Source: an optimization exercise on an open RTL-to-GDS flow (aim: small area). Production flows keep margins and buffers that such runs may drop. Function was checked by simulation only, so behaviour that the tests miss may differ from the original. Power and IR drop assume default switching activity.

==> flow/design.v <==
module synchroniser (input clk, rst, x, output y);
    reg x_q0, x_q1;
    always @(posedge clk)
    begin
        if (rst) begin
            x_q0 <= 1'b0;
            x_q1 <= 1'b0;
        end
        else begin
            x_q0 <= x;     
            x_q1 <= x_q0;  
        end
    end
    assign y = x_q1;
endmodule
module debounce #(
  parameter DELAY_COUNTS = 2500   
) (
    input clk, rst, button,
    output reg button_pressed
);
  wire button_sync;  
  synchroniser button_synchroniser (.clk(clk), .rst(rst), .x(button), .y(button_sync));
  reg [$clog2(DELAY_COUNTS) -1:0] count;
  reg prev_button;
  always @(posedge clk) begin
      if (rst) begin
        count <= 0;
      end
      else if (button_sync != prev_button) begin
        count <= 0;
      end
      else if (count == DELAY_COUNTS) begin
        count <= count;
      end
      else begin
        count <= count + 1; 
      end
  end
  always @(posedge clk) begin
    if (rst) begin
      prev_button <= 1'b0;
    end
    else if (button_sync != prev_button) begin
      prev_button <= button_sync;
    end
    else begin
      prev_button <= prev_button;
    end
  end
  always @(posedge clk) begin
    if (rst) begin
      button_pressed <= 1'b0;
    end
    else if (button_sync == prev_button && count == DELAY_COUNTS) begin
      button_pressed <= prev_button;
    end
    else begin
      button_pressed <= button_pressed; 
    end
  end
endmodule
module posedge_detection(
    input           		  clk,
    input                     rst,
    input           		  button,
    output                button_edge
);
    logic button_q0;
    always_ff @(posedge clk) begin : edge_detect
        if (rst) button_q0 <= 1'b0;
        else     button_q0 <= button;
    end : edge_detect
    assign button_edge = (button > button_q0);
endmodule
module difficulty_fsm(
    input           		  clk,
    input                     rst,
    input           		  button_edge,
    output logic [1:0]        level
);
    typedef enum logic [1:0] {
        LVL1 = 2'b00,
        LVL2 = 2'b01,
        LVL3 = 2'b10,
        LVL4 = 2'b11
    } state_type;
    state_type current_state, next_state;
    always_comb begin
        next_state = current_state;
        case(current_state)
            LVL1: begin
                next_state = (button_edge == 1'b1) ? LVL2 : LVL1;
            end
            LVL2: begin
                next_state = (button_edge == 1'b1) ? LVL3 : LVL2;
            end
            LVL3: begin
                next_state = (button_edge == 1'b1) ? LVL4 : LVL3;
            end
            LVL4: begin
                next_state = (button_edge == 1'b1) ? LVL1: LVL4;
            end
            default: next_state = LVL1;
        endcase
    end
    always_ff @(posedge clk) begin
        if (rst) current_state <= LVL1;
        else     current_state <= next_state;
    end
    assign level = current_state;
endmodule
module rng #(
    parameter OFFSET=200,
    parameter MAX_VALUE=1223,
    parameter SEED= 483   
) (
    input clk,
    input rst,
    output reg [$clog2(MAX_VALUE)-1:0] random_value  
);
    reg [10:1] lfsr;  
    wire feedback;
    assign feedback = lfsr[10] + lfsr[7];  
    always @(posedge clk) begin
        if (rst) lfsr <= SEED;
        else     lfsr <= {lfsr[9:1], feedback};  
    end
	 always @(posedge clk) begin
		if (rst) random_value <= 0;
		else     random_value <= lfsr + OFFSET;
    end
endmodule
module rng_mole #(
    parameter OFFSET=600,
    parameter LVL_OFFSET = 300,
    parameter MAX_VALUE=2047,
    parameter SEED= 483   
) (
    input clk,
    input rst,
    input [1:0] level,
    output reg [$clog2(MAX_VALUE)-1:0] random_value  
);
    wire lvl_adder = level + 1;  
    wire [$clog2(MAX_VALUE)-1:0]init;
    reg [$clog2(MAX_VALUE)-1:0]temp_value;
    reg [10:1] lfsr;  
    wire feedback;
    assign feedback = lfsr[10] + lfsr[7]; 
    always @(posedge clk) begin
        if (rst) lfsr <= SEED;
        else     lfsr <= {lfsr[9:1], feedback};  
    end
    assign init = lfsr + OFFSET;
    always @(posedge clk)begin
        if (rst) temp_value <= 0;
        else case(level)
            2'b00 : temp_value <= init;                  
            2'b01 : temp_value <= {1'b0, init[9:1]};     
            2'b10 : temp_value <= {2'b00, init[9:2]};    
            2'b11 : temp_value <= {3'b000, init[9:3]};   
            default: temp_value <= init;
        endcase
	 end
	 always @(posedge clk) begin
		if (rst) random_value <= 0;
		else     random_value <= temp_value + LVL_OFFSET;
    end
endmodule
module timer #(
    parameter MAX_MS = 2047,             
    parameter CLKS_PER_MS = 50000  
) (
    input                       clk,
    input                       rst,
    input                       reset,
    input                       up,
    input  [$clog2(MAX_MS)-1:0] start_value,  
    input                       enable,
    output [$clog2(MAX_MS)-1:0] timer_value
);
    reg [$clog2(CLKS_PER_MS):0]clock_tracker;  
    reg [$clog2(MAX_MS)-1:0] milli_tracker;
    reg count_up;
    always @(posedge clk)
    begin
        if(rst)
        begin
            clock_tracker <= 0;
            milli_tracker <= 0;
            count_up <= 0;
        end
        else if(reset)
        begin
            if(up)
            begin
                milli_tracker <= 0;
                count_up <= 1;
            end
            else
            begin
                milli_tracker <= start_value;
                count_up <= 0;
            end
        end
        else if(enable)
        begin
            if(clock_tracker >= CLKS_PER_MS -1)
            begin
                clock_tracker <= 0;
                milli_tracker <= (count_up) ? milli_tracker + 1 : milli_tracker - 1;
            end
            else
            begin
                clock_tracker <= clock_tracker + 1;
            end
        end
    end 
    assign timer_value = milli_tracker;
endmodule
module mole_control_fsm #(
    parameter MAX_MS=2047  
)(
    input                             clk,
    input                             rst,
    input        [$clog2(MAX_MS)-1:0] timer_value,
    output logic                      reset,
    output logic                      up,
    output logic                      enable,
    output logic                      led_on
);
    typedef enum logic [1:0] {RESET_0, LED_OFF, RESET_1, LED_ON} state_type;
    (* syn_encoding = "one-hot" *) state_type current_state, next_state;
    always_comb begin
        next_state = current_state;
        case(current_state)
            RESET_0: begin
                next_state = LED_OFF;
            end
            LED_OFF: begin
                next_state = (reset == 1'b1) ? RESET_1 : LED_OFF;
            end
            RESET_1: begin
                next_state = LED_ON;
            end
            LED_ON: begin
                next_state = (reset == 1'b1) ? RESET_0: LED_ON;
            end
        endcase
    end
    always_ff @(posedge clk) begin
        if (rst) current_state <= RESET_0;
        else     current_state <= next_state;
    end
    assign led_on = (current_state == LED_ON) ? 1 : 0;
    always_comb begin
        if(current_state == RESET_0)begin            
            enable = 0;
            reset = 1;
            up = 0;
        end
        else if(current_state == RESET_1) begin      
            enable = 0;
            up = 0;
            reset = 1;
        end
        else if(current_state == LED_OFF) begin      
            enable = 1;
            up = 0;
            reset = (timer_value == 0); 
        end
        else begin                                   
            enable = 1;
            up = 0;
            reset = (timer_value == 0); 
        end
    end
endmodule
module LED_randomiser#(
    parameter SEED=1
)(
    input           		  		enable,
    input                     clk,
    input                     rst,
    input                [6:0]probability,
    output logic              led
);
    logic on_q0, LED_Change;
    logic [10:0] random_value;
    always_ff @(posedge clk) begin : edge_detect
        if (rst) on_q0 <= 1'b0;
        else     on_q0 <= enable;
    end : edge_detect
    assign LED_Change = (enable > on_q0);
    rng #(.SEED(SEED)) random_module (
        .clk(clk),
        .rst(rst),
        .random_value(random_value)
    );
    always_ff @(posedge clk) begin
        if (rst) begin
            led <= 1'b0;
        end
        else if (enable) begin
            if (LED_Change) begin
                led <= (random_value%probability == 0) ? 1'b1 : 1'b0;
            end
        end
        else begin
            led <= 1'b0;
        end
    end
endmodule
module MultiLedRandomiser(
    input           		  enable,
    input                     clk,
    input                     rst,
    input               [1:0] level,
    output logic        [17:0]ledr
);
   logic [6:0] probability;
	logic [6:0] double_level;
	always_comb begin
		double_level = level << 2;
		probability = 15 - double_level;
	end
    genvar i;
    generate
        for(i = 0; i < 18; i++) begin : generateRandomisers
            LED_randomiser #(.SEED(i + 1)) randomiser ( .clk(clk), .rst(rst),
                                                        .enable(enable),
																		  .probability(probability),
                                                        .led(ledr[i]));
        end : generateRandomisers
    endgenerate
endmodule
module edge_detect_posneg #(
	  parameter NUM_BITS = 18
	  )(
    input clk,
    input rst,
    input[NUM_BITS - 1:0] SW_pressed,
    output[NUM_BITS - 1:0] SW_edge_det
);
    logic[NUM_BITS - 1:0] button_current;
    logic [NUM_BITS - 1:0] button_prev;
    always_ff @(posedge clk) begin : edge_detect_posneg
        if (rst) begin
            button_current <= 0;
            button_prev <= 0;
        end
        else begin
            button_current <= SW_pressed;
            button_prev <= button_current;
        end
    end : edge_detect_posneg
    assign SW_edge_det = (button_prev ^ button_current);
endmodule
module game_logic(
    input clk,
    input rst,
    input [17:0] SW_pressed,
    input logic [17:0] input_num,
	output logic [17:0] ledr_real,
    output logic point_1
);
    logic [17:0] SW_edge_det;
    logic [17:0] mole_hit;
	 logic [17:0] ledr_current;
	 logic [17:0] ledr_next;
	 logic [17:0] previous_input;
	 always_ff @(posedge clk) begin
		if (rst) previous_input <= 0;
		else     previous_input <= input_num;
	 end
	 always_ff @(posedge clk) begin
		if (rst) begin
			ledr_current <= 0;
		end
		else if (input_num != previous_input) begin
			ledr_current <= input_num;
		end
		else begin
			ledr_current <= ledr_next;
		end
	 end
	 assign ledr_real = ledr_current;
    edge_detect_posneg u0 ( .clk(clk), .rst(rst),
                    .SW_pressed(SW_pressed),
                    .SW_edge_det(SW_edge_det));
    assign mole_hit = (SW_edge_det & ledr_current);
    always_ff @(posedge clk) begin
        if (rst) begin
            point_1 <= 0;
        end
        else if (mole_hit) begin
            point_1 <= 1;
        end
        else begin
            point_1 <= 0;
        end
    end
	 assign ledr_next = (ledr_current & (~mole_hit));
endmodule
module score_counter #(
    parameter MAX_SCORE = 2047
)(
    input                               clk,
    input                               rst,
    input                               restart,
    input                               increase_score,
    output reg [10:0]  score
);
    always_ff @(posedge clk) begin
        if(rst || restart) begin
            score <= 0;      
        end
        else if(increase_score) begin
            score <= score + 1;   
            end
        else begin
            score <= score;
        end 
    end
endmodule
module seven_seg (
    input      [3:0]  bcd,
    output reg [6:0]  segments  
);
    always @(*) begin
        case (bcd)
        4'd9: segments = 7'b0010000;
        4'd8: segments = 7'b0000000;
        4'd7: segments = 7'b1111000;
        4'd6: segments = 7'b0000010;
        4'd5: segments = 7'b0010010;
        4'd4: segments = 7'b0011001;
        4'd3: segments = 7'b0110000;
        4'd2: segments = 7'b0100100;
        4'd1: segments = 7'b1111001;
        4'd0: segments = 7'b1000000;
        default: segments = 7'b1111111;
        endcase
    end 
endmodule
module display (
    input         clk,
    input         rst,
    input  [10:0] value,
    output [6:0]  display0,
    output [6:0]  display1,
    output [6:0]  display2,
    output [6:0]  display3
);
    enum { Initialise, Add3, Shift, Result } next_state, current_state;  
    logic init, add, done;  
    logic [3:0] count;  
    always_comb begin : double_dabble_fsm_next_state_logic
        case (current_state)
            Shift:      next_state = (count == 10) ? Result: Add3;  
            Result:     next_state = Initialise;
            Initialise: next_state = Add3;
            Add3:       next_state = Shift;
            default:    next_state = Initialise;                     
        endcase
    end
    always_ff @(posedge clk) begin : double_dabble_fsm_ff
        current_state <= rst ? Initialise : next_state;
        if(rst || current_state == Result)begin
            count <= 0;
        end
        else begin
            count <= (current_state == Shift) ? count + 1 : count;
        end
    end
    always_comb begin : double_dabble_fsm_output
        init = (current_state == Initialise) ? 1 : 0;
        add = (current_state == Add3) ? 1 : 0;
        done = (current_state == Result) ? 1 : 0;
    end
    logic [3:0] digit0, digit1, digit2, digit3;
    seven_seg u_digit0 (.bcd(digit0), .segments(display0));
    seven_seg u_digit1 (.bcd(digit1), .segments(display1));
    seven_seg u_digit2 (.bcd(digit2), .segments(display2));
    seven_seg u_digit3 (.bcd(digit3), .segments(display3));
    logic [3:0]  bcd0, bcd1, bcd2, bcd3;  
    logic [10:0] temp_value;  
    always_ff @(posedge clk) begin : double_dabble_shiftreg
        if (init) begin  
            {bcd3, bcd2, bcd1, bcd0, temp_value} <= {16'b0, value};  
        end
        else begin
            if (add) begin  
                bcd0 <= bcd0 > 4 ? bcd0 + 3 : bcd0;   
                bcd1 <= bcd1 > 4 ? bcd1 + 3 : bcd1;
                bcd2 <= bcd2 > 4 ? bcd2 + 3 : bcd2;
                bcd3 <= bcd3 > 4 ? bcd3 + 3 : bcd3;
            end
            else begin  
                {bcd3, bcd2, bcd1, bcd0, temp_value} <= {bcd3, bcd2, bcd1, bcd0, temp_value} << 1;  
            end
        end
    end
    always_ff @(posedge clk) begin : double_dabble_ff_output
        if (rst) begin
            digit0 <= 4'd0;
            digit1 <= 4'd0;
            digit2 <= 4'd0;
            digit3 <= 4'd0;
        end
        else if (done) begin   
            digit0 <= bcd0;
            digit1 <= bcd1;
            digit2 <= bcd2;
            digit3 <= bcd3;
        end
    end
endmodule
module top_level #(
	parameter MAX_MS=2047,
	parameter CLKS_PER_MS=4,        
	parameter DEBOUNCE_COUNTS=100   
)(
	input 	CLOCK2_50,
	input   rst,                    
	input	[3:0]  KEY,
   input   [17:0] SW,
	output	[17:0] LEDR,
	output 	[6:0]  HEX0,
	output 	[6:0]  HEX1,
	output 	[6:0]  HEX2,
	output 	[6:0]  HEX3,
	output	[6:0]  HEX4
);
    logic reset, up, enable;
	logic [$clog2(MAX_MS)-1:0] timer_value;
	logic [$clog2(MAX_MS)-1:0] random_value;
    logic increment;
    logic [1:0] level;
	 logic level_pressed;
	 logic [3:0] segment_level;
    logic [17:0] switches;
    logic restart, restart_pressed;
    logic activate_mole;
    logic increase_point;
    logic [10:0] score;
    debounce #(.DELAY_COUNTS(DEBOUNCE_COUNTS)) d0 (.clk(CLOCK2_50), .rst(rst),               
                 .button(KEY[1]),
                 .button_pressed(increment));
    genvar i;
    generate
        for(i=0; i<18; i++) begin  : debounce_switches
            debounce #(.DELAY_COUNTS(DEBOUNCE_COUNTS)) d_i (.clk(CLOCK2_50), .rst(rst),
                          .button(SW[i]),
                          .button_pressed(switches[i]));
        end : debounce_switches
    endgenerate
    debounce #(.DELAY_COUNTS(DEBOUNCE_COUNTS)) d2 (.clk(CLOCK2_50), .rst(rst),
                 .button(KEY[0]),
                 .button_pressed(restart));
    posedge_detection pos1 (.clk(CLOCK2_50), .rst(rst), .button(restart), .button_edge(restart_pressed));
    posedge_detection pos2 (.clk(CLOCK2_50), .rst(rst), .button(increment), .button_edge(level_pressed));
	difficulty_fsm diff_fsm ( .clk(CLOCK2_50), .rst(rst),
                              .button_edge(level_pressed),
                              .level(level));
   rng_mole mole_timing (.clk(CLOCK2_50), .rst(rst),
                         .level(level),
                         .random_value(random_value));
    timer #(.CLKS_PER_MS(CLKS_PER_MS)) u0 (.clk(CLOCK2_50), .rst(rst),
              .reset(reset),
              .up(up),
              .start_value(random_value),
              .enable(enable),
              .timer_value(timer_value));
    mole_control_fsm mole_fsm (
        .clk(CLOCK2_50),
        .rst(rst),
        .timer_value(timer_value),
        .reset(reset),
        .up(up),
        .enable(enable),
        .led_on(activate_mole)
    );
    logic [17:0]input_num;
    MultiLedRandomiser led_randomiser (.clk(CLOCK2_50), .rst(rst),
                                       .enable(activate_mole),
                                       .ledr(input_num),
													.level(level));
    always_comb begin
		segment_level = {2'b00, level};
	end
	seven_seg sseg (.bcd(segment_level),
						 .segments(HEX4));
    game_logic g_logic (
        .clk(CLOCK2_50),
        .rst(rst),
        .SW_pressed(switches),
        .input_num(input_num),
        .ledr_real(LEDR),
        .point_1(increase_point)
    );
    score_counter score_count (
        .clk(CLOCK2_50),
        .rst(rst),
        .restart(restart_pressed),
        .increase_score(increase_point),
        .score(score)
    );
    display display_0 (
        .clk(CLOCK2_50),
        .rst(rst),
        .value(score),
        .display0(HEX0),
        .display1(HEX1),
        .display2(HEX2),
        .display3(HEX3)
    );
endmodule
==> flow/run.sh <==
#!/bin/bash
# synth_recipe.tcl (not shown) runs the flow's synth.tcl, then flattens the netlist and writes it again
# the make line also repeats each setting of config.mk as NAME=value (left out here)
make -C /OpenROAD-flow-scripts/flow DESIGN_CONFIG=/design/flow/config.mk WORK_HOME=/design/flow/orfs CLKGATE_MAP_FILE= SYNTH_SCRIPT=/design/flow/synth_recipe.tcl finish
==> flow/config.mk <==
export PLATFORM = sky130hd
export DESIGN_NAME = top_level
export DESIGN_NICKNAME = top_level
export VERILOG_FILES = /design/flow/design.v
export SDC_FILE = /design/flow/constraint.sdc
export NUM_CORES = 4
export LEC_CHECK = 0
export CAP_MARGIN = 20
export CORE_MARGIN = 2
export CORE_UTILIZATION = 40
export PLACE_DENSITY = 0.6
export SLEW_MARGIN = 20
==> flow/constraint.sdc <==
create_clock -name core_clock -period 20.0 [get_ports {CLOCK2_50}]
set_input_delay 4.0000 -clock core_clock [delete_from_list [all_inputs] [get_ports {CLOCK2_50}]]
set_output_delay 4.0000 -clock core_clock [all_outputs]
set_load 0.01 [all_outputs]
==> run summary <==
## cell usage after synthesis, drive strengths merged (120+ instances only)
cell type,n,area share
nand2,1040,0.046
nor2,996,0.044
dfxtp,795,0.19
a21oi,699,0.042
o21ai,574,0.034
xnor2,552,0.057
nand3,538,0.032
ha,461,0.068
inv,409,0.018
nor2b,359,0.026
xor2,352,0.036
nor3,340,0.021
and3,236,0.017
clkbuf,230,0.010
mux2i,221,0.026
a21o,209,0.019
and2,202,0.015
nor4,198,0.017
a31oi,178,0.014
nand4,171,0.014
or3,170,0.013
or2,165,0.012
a211oi,156,0.015
o31ai,138,0.013
nand2b,126,0.0094
o211ai,124,0.011
mux2,120,0.016
## cell type report
| cell class | instances | area, µm² | area share |
|---|---|---|---|
| clock buffers | 118 | 2510 | 0.0275 |
| repair buffers | 119 | 1110 | 0.0122 |
| clock inverters | 49 | 663 | 0.00726 |
| flip-flops and latches | 806 | 16300 | 0.178 |
| inverters | 410 | 1540 | 0.0168 |
| multi-input cells | 9783 | 65700 | 0.720 |
| well taps | 2821 | 3530 | 0.0386 |
| diodes | 3 | 7.51 | 0.0000822 |
## path summary, 6_finish.rpt
check	start	end	slack [ns]	cells after the start
setup / recovery	diff_fsm.current_state[0]	register	1.46	70
hold / removal	register	register	0.42	1
setup reg to reg	diff_fsm.current_state[0]	register	1.46	70
hold reg to reg	register	register	0.42	1
## power by group through the flow
stage                     combinational (mW)  clock [mW]  sequential, mW
final                                   1.97        1.76            1.74
after global routing                    2.20        1.87            1.75
after global placement                  1.90           0            1.77
after detailed placement                1.93           0            1.77
after CTS                               1.95        1.82            1.74
after floorplan                         1.61           0            1.74
## worst max-delay path: cells and delay by family (launching register included)
kind	cells	cell delay, ns
flops	1	0.59
xor+xnor	5	1.00
buf+inv	4	0.38
compound gates	23	6.72
mux	1	0.18
simple gates	28	6.52
fa+ha+maj	9	3.07
## cells by family after synthesis
logic type,after synthesis,share of synthesized area
buffers and inverters,746,0.0360
other,1,0.0000442
DFF,806,0.191
AOI/OAI and AO/OA,3134,0.261
xor gates and xnor gates,904,0.0935
adders and majority gates,468,0.0688
and+or+nand+nor,4923,0.306
muxes,342,0.0426
## layout by cell type, fill, tap and decap left out, types with 139 or more instances in the layout
| cell | n |
|---|---|
| nand2_1 | 1036 |
| nor2_1 | 986 |
| dfxtp_1 | 793 |
| a21oi_1 | 689 |
| xnor2_1 | 550 |
| nand3_1 | 529 |
| o21ai_0 | 517 |
| ha_1 | 461 |
| inv_1 | 405 |
| nor2b_1 | 358 |
| xor2_1 | 352 |
| nor3_1 | 322 |
| and3_1 | 235 |
| mux2i_1 | 216 |
| a21o_1 | 208 |
| and2_1 | 194 |
| a31oi_1 | 167 |
| or3_1 | 164 |
| nand4_1 | 162 |
| nor4_1 | 160 |
| or2_2 | 150 |
| a211oi_1 | 139 |
## per-stage QoR
stage / instances / util / setup WS, ns
final: 14100 / 0.432 / 1.46
after global routing: 14100 / 0.432 / 0.0237
after CTS: 14100 / 0.431 / 1.35
after detailed placement: 13900 / 0.416 / 1.44
after global placement: 13900 / 0.416 / 1.74
after floorplan: 11300 / - / 0.0541
## per-layer routing
metal / vias up / global-route usage / part of all wire
li1: 42100 / - / -
met1: 40000 / 0.267 / 0.48
met2: 1727 / 0.343 / 0.46
met3: 331 / 0.0191 / 0.039
met4: 0 / 0.0580 / 0.023
met5: - / 0 / 0
==> key figures <==
Power and ir drop
  – VDD IR max: 0.0671 mV
  – Sequential power share: 0.318
  – Logic pwr share: 0.360
  – P_leak: 38.0 nW
  – Power per cell area: 59.9 nW/µm²
  – Clock share of power: 0.322
  – Net Sw Power: 2.00 mW
  – Final Power: 5.47 mW
  – Cell Int Power: 3.48 mW
  – Switch share: 0.364

Clock tree
  – Longest Clk Path Bufs: 3
  – Worst skew pair latency: 0.72 ns
  – CTS Sinks: 806
  – Post-cts repair resize count: 0
  – Root buffer cell: clkbuf_16
  – CTS tree: yes
  – CTS Buf Count: 90
  – Clock transition at path regs: 0.07 ns
  – Post-CTS setup buffer count: 0
  – Cts-stage hold buffer count: 0
  – H-tree depth: 3

Placement
  – GPL Wtd Cong: 0.892
  – Detailed placer's ending HPWL: 173 mm
  – IO buf count: 73
  – Placed cell area: 88100 µm²

Critical path
  – CP arrival: 19.15 ns
  – Crit end category: register
  – Cell mode on critical path: ha_1
  – CP peak stage delay: 0.66 ns
  – Slowest-stage cell, CP: nor4_1
  – Critical Path Source Type: register
  – Setup Crit Path Kind: register to register
  – Critical Path RT: 20.62 ns
  – Worst-path fanout max: 17

STA
  – Clock Skew: 0.0397 ns
  – Achievable Freq: 53.9 MHz
  – Slew @ Worst Pin: 1.10 ns
  – Fin Hold WS: 0.417 ns
  – Clock period minus final worst setup slack: 18.54 ns
  – Final Hold Viols: 0
  – Tcrit/Tclk final: 0.927
  – RSZ-0062 raised after global routing: false
  – Setup TNS: 0 ns
  – Final setup vio count: 0
  – Final count of pins violating max slew: 0
  – Slew Limit Headroom: 0.263

Cells and area
  – Area Growth Syn to Fin: 7.62%
  – Number of fillers in the final layout: 21500
  – Share of cells above drive strength 1: 0.0721
  – Post-route design area: 91300 µm²
  – Final net count: 11700

Global route
  – Global route overflow: 0
  – Pin count of the biggest net entering global routing: 93
  – First-pass GRT wire length: 382 mm
  – Tot GR Track Use: 0.201
  – Number of global-route vias before repair: 79200
  – Initial antenna violation count: 3

Synth
  – Top FF cell, synth: dfxtp_1
  – #FFs+latches synth: 806
  – Post-synth EDFFs: 11
  – Unique masters post-synth: 156
  – Post-Syn Area: 84900 µm²
  – Ys async rst share: 0
  – Synth Area per Inst: 7.49 µm²
  – Warnings from Yosys: 50
  – Register area share after synthesis: 0.191
  – Post-Synthesis Cells: 11300

Route
  – 1st-pass router iterations: 8
  – Wirelength per Cell: 16.3 µm
  – Remaining antenna violation count: 0
  – DRC: 0
  – Starting DRT DRC Count: 5110
  – Vias per inst: 5.96
  – DRT Wirelength: 229 mm
  – DR vias: 84100

Floorplan
  – Core Area: 211000 µm²
  – Die Y: 465 µm
  – Num rows: 169
  – Die Span X: 465 µm
  – Initial cell density of the core: 0.401
  – I/O Pins: 77
  – DIE AREA: 216000 µm²

Run status
  – Status: timing/DRC/antenna clean

Min path
  – HP Class: register to register

Run
  – Max-Cap Viols: 0

## static timing again, ports no longer ideal
The results above use ideal ports. As a check the final layout listed here was re-extracted and re-timed, cells and wires unchanged.
Step 1: set_driving_cell puts a clkbuf_16 on CLOCK2_50 and a buf_2 on each other input, an assumption about the parent block.
Step 2 times the ports against the registers' clock, not the clock port: input delays grow and output delays shrink by t, the midpoint of the rising clock arrivals with the driver on.
a / b / c = ideal ports / drivers / drivers and shift; a / b = the first two.
shift t [ns]: 0.774
slack for setup (ns): 1.461 / 1.461 / 1.461
hold slack, ns: 0.417 / 0.417 / 0.417
clock arrival spread, ns: 0.041 / 0.040
worst data-port slew with drivers (ns): 0.05
After both steps setup and hold are still met in this run. For this run, drivers alone change the setup slack by 0.000 ns; drivers and shift together by 0.000 ns.
